This is an optimization exercise on Yosys and OpenROAD, whose aim is small area, a short achievable clock period and few clock cycles per item, not a production implementation. The RTL was checked by simulation tests, not by an equivalence proof against the original design.

== v6 ==
## top
module top #(
    parameter integer C_S00_AXIS_TDATA_WIDTH = 64,
    parameter integer C_M00_AXIS_TDATA_WIDTH = 64
)(
    input  wire                                 s00_axis_aclk,
    input  wire                                 s00_axis_aresetn,
    output wire                                 s00_axis_tready,
    input  wire [C_S00_AXIS_TDATA_WIDTH-1:0]    s00_axis_tdata,
    input  wire                                 s00_axis_tlast,
    input  wire                                 s00_axis_tvalid,
    output wire                                 m00_axis_tvalid,
    output wire [C_M00_AXIS_TDATA_WIDTH-1:0]    m00_axis_tdata,
    output wire                                 m00_axis_tlast
);
Size in the first run: roughly 5800 cells after synthesis, about 1200 flip-flops.
clock: 6.0 ns
lec_check: 0
abc_area: 1
cap_margin: 20
core_margin: 2
core_utilization: 40
cts_cluster_diameter: 100
cts_cluster_size: 28
setup_slack_margin: 3.2
slew_margin: 20
synth_hierarchical: 1
synth_minimum_keep_size: 0
run.sh (not shown) runs the stock make flow with config.mk's settings and CLKGATE_MAP_FILE= SYNTH_SCRIPT=/design/flow/synth_recipe.tcl, a recipe that flattens the netlist after the stock synthesis.
Testbench counts of v6, summed over its fixed seeds: cycles 9,288, items 7,752.
Modified inputs, v7 compared to v6
- a change of CTS_CLUSTER_SIZE from 28 to 24
- a change of SLEW_MARGIN from 20 to 5
- a change of CAP_MARGIN from 20 to 5
- a change of CTS_CLUSTER_DIAMETER from 100 to 120
==> comparison <==
Number of nets in the final layout essentially unchanged between v7 and v6. Diff v6 -> v7: summed area of non-filler cells in the final layout held, synthesized area per cell held, fmax went down about 0.5%.


fjord:
top, a different RTL version from the one above (not shown whole).
Size in the first run: about 7,900 cells after synthesis, roughly 1,200 flip-flops, about 73,000 sq um of cells after synthesis.
## top
module top #(
    parameter integer C_S00_AXIS_TDATA_WIDTH = 64,
    parameter integer C_M00_AXIS_TDATA_WIDTH = 64
)(
    input  wire                                 s00_axis_aclk,
    input  wire                                 s00_axis_aresetn,
    output wire                                 s00_axis_tready,
    input  wire [C_S00_AXIS_TDATA_WIDTH-1:0]    s00_axis_tdata,
    input  wire                                 s00_axis_tlast,
    input  wire                                 s00_axis_tvalid,
    output wire                                 m00_axis_tvalid,
    output wire [C_M00_AXIS_TDATA_WIDTH-1:0]    m00_axis_tdata,
    output wire                                 m00_axis_tlast
);
export LEC_CHECK = 0
export ABC_CLOCK_PERIOD_IN_PS = 2500
export CAP_MARGIN = 20
export CORE_MARGIN = 2
export CORE_UTILIZATION = 40
export SETUP_SLACK_MARGIN = 3.2
export SLEW_MARGIN = 20
create_clock -name core_clock -period 6.0 [get_ports {s00_axis_aclk}]
fjord ran to completion and came out clean on the timing, DRC and antenna checks.
Testbench counts of fjord, summed over its fixed seeds: cycles 9,288, items 7,752.
The following lists how lagoon was set up differently from fjord:
Settings: CTS_CLUSTER_DIAMETER: unset -> 120; CTS_CLUSTER_SIZE: unset -> 30; SYNTH_MINIMUM_KEEP_SIZE: unset -> 0; SYNTH_HIERARCHICAL: unset -> 1; ABC_AREA: unset -> 1; ABC_CLOCK_PERIOD_IN_PS: 2500 -> unset.
==> results.txt <==
Area of the multi-input gates: lagoon and fjord compared, higher one is fjord.
What xenon does differently from lagoon at the input level:
Settings: changing CTS_CLUSTER_SIZE from 30 to 24.
==> results.txt <==
- xenon against lagoon: largest net degree at the start of global routing level; largest fanout on the critical path moved down; final area level; top achievable clock speed moved down.
- Looking only at time the worst path needs with I/O delays and setup, and setting everything else aside, the higher value of xenon and lagoon goes to xenon.


Starting RTL as in the previous note.
make LEC_CHECK=0 ABC_AREA=1 ABC_CLOCK_PERIOD_IN_PS=2500 CAP_MARGIN=20 CORE_MARGIN=2 CORE_UTILIZATION=40 SETUP_SLACK_MARGIN=3.2 SLEW_MARGIN=20 finish   # period 6.0 ns
Testbench counts at the start, summed over its fixed seeds: cycles 9,288, items 7,752.
Rerun with:
ABC_CLOCK_PERIOD_IN_PS = not set   (was 2500)
SYNTH_HIERARCHICAL = 1   (was not set)
SYNTH_MINIMUM_KEEP_SIZE = 0   (was not set)
=>
- final cell count decreases by 10%
- flip-flop and latch count does not change
- non-clock buffer count decreases by 18
- via count drops by 7.3%
- first-iteration DRC count drops by 5.8%
- global-route usage fell by 0.48 points
- setup slack got worse by 0.028 ns
- synthesized cell count came out lower by 12%
- die area decreases by 4.8%

[port drivers added, routing unchanged]
How much do the figures lean on ideal ports? The routed layouts below were timed once more, with nothing changed but the port constraints.
Step 1 assumes that a clkbuf_16 drives the clock port and a buf_2 every other input.
Step 2 times the ports against the registers' clock, not the clock port: input delays grow and output delays shrink by t, the midpoint of the rising clock arrivals with the driver on.
Three values: ideal, step 1, step 2; two values: the first two.
run	shift t [ns]	slack for setup (ns)	worst register clock-pin slew, ns
v6	0.764	3.190 / 3.181 / 2.465	0.11 / 0.11
v7	0.778	3.176 / 3.176 / 2.508	0.11 / 0.11
fjord	0.842	3.144 / 3.144 / 2.415	0.07 / 0.07
lagoon	0.774	3.208 / 3.181 / 2.512	0.12 / 0.12
xenon	0.785	3.199 / 3.202 / 2.425	0.11 / 0.11
the first run of note 3	0.851	3.200 / 3.200 / 2.419	0.07 / 0.07
the second run of note 3	0.859	3.171 / 3.171 / 2.443	0.07 / 0.07
After both steps every run listed still meets setup and hold. The setup slack of the first run of note 3, which loses most, moves by 0.000 ns with the drivers and by -0.781 ns with both steps.
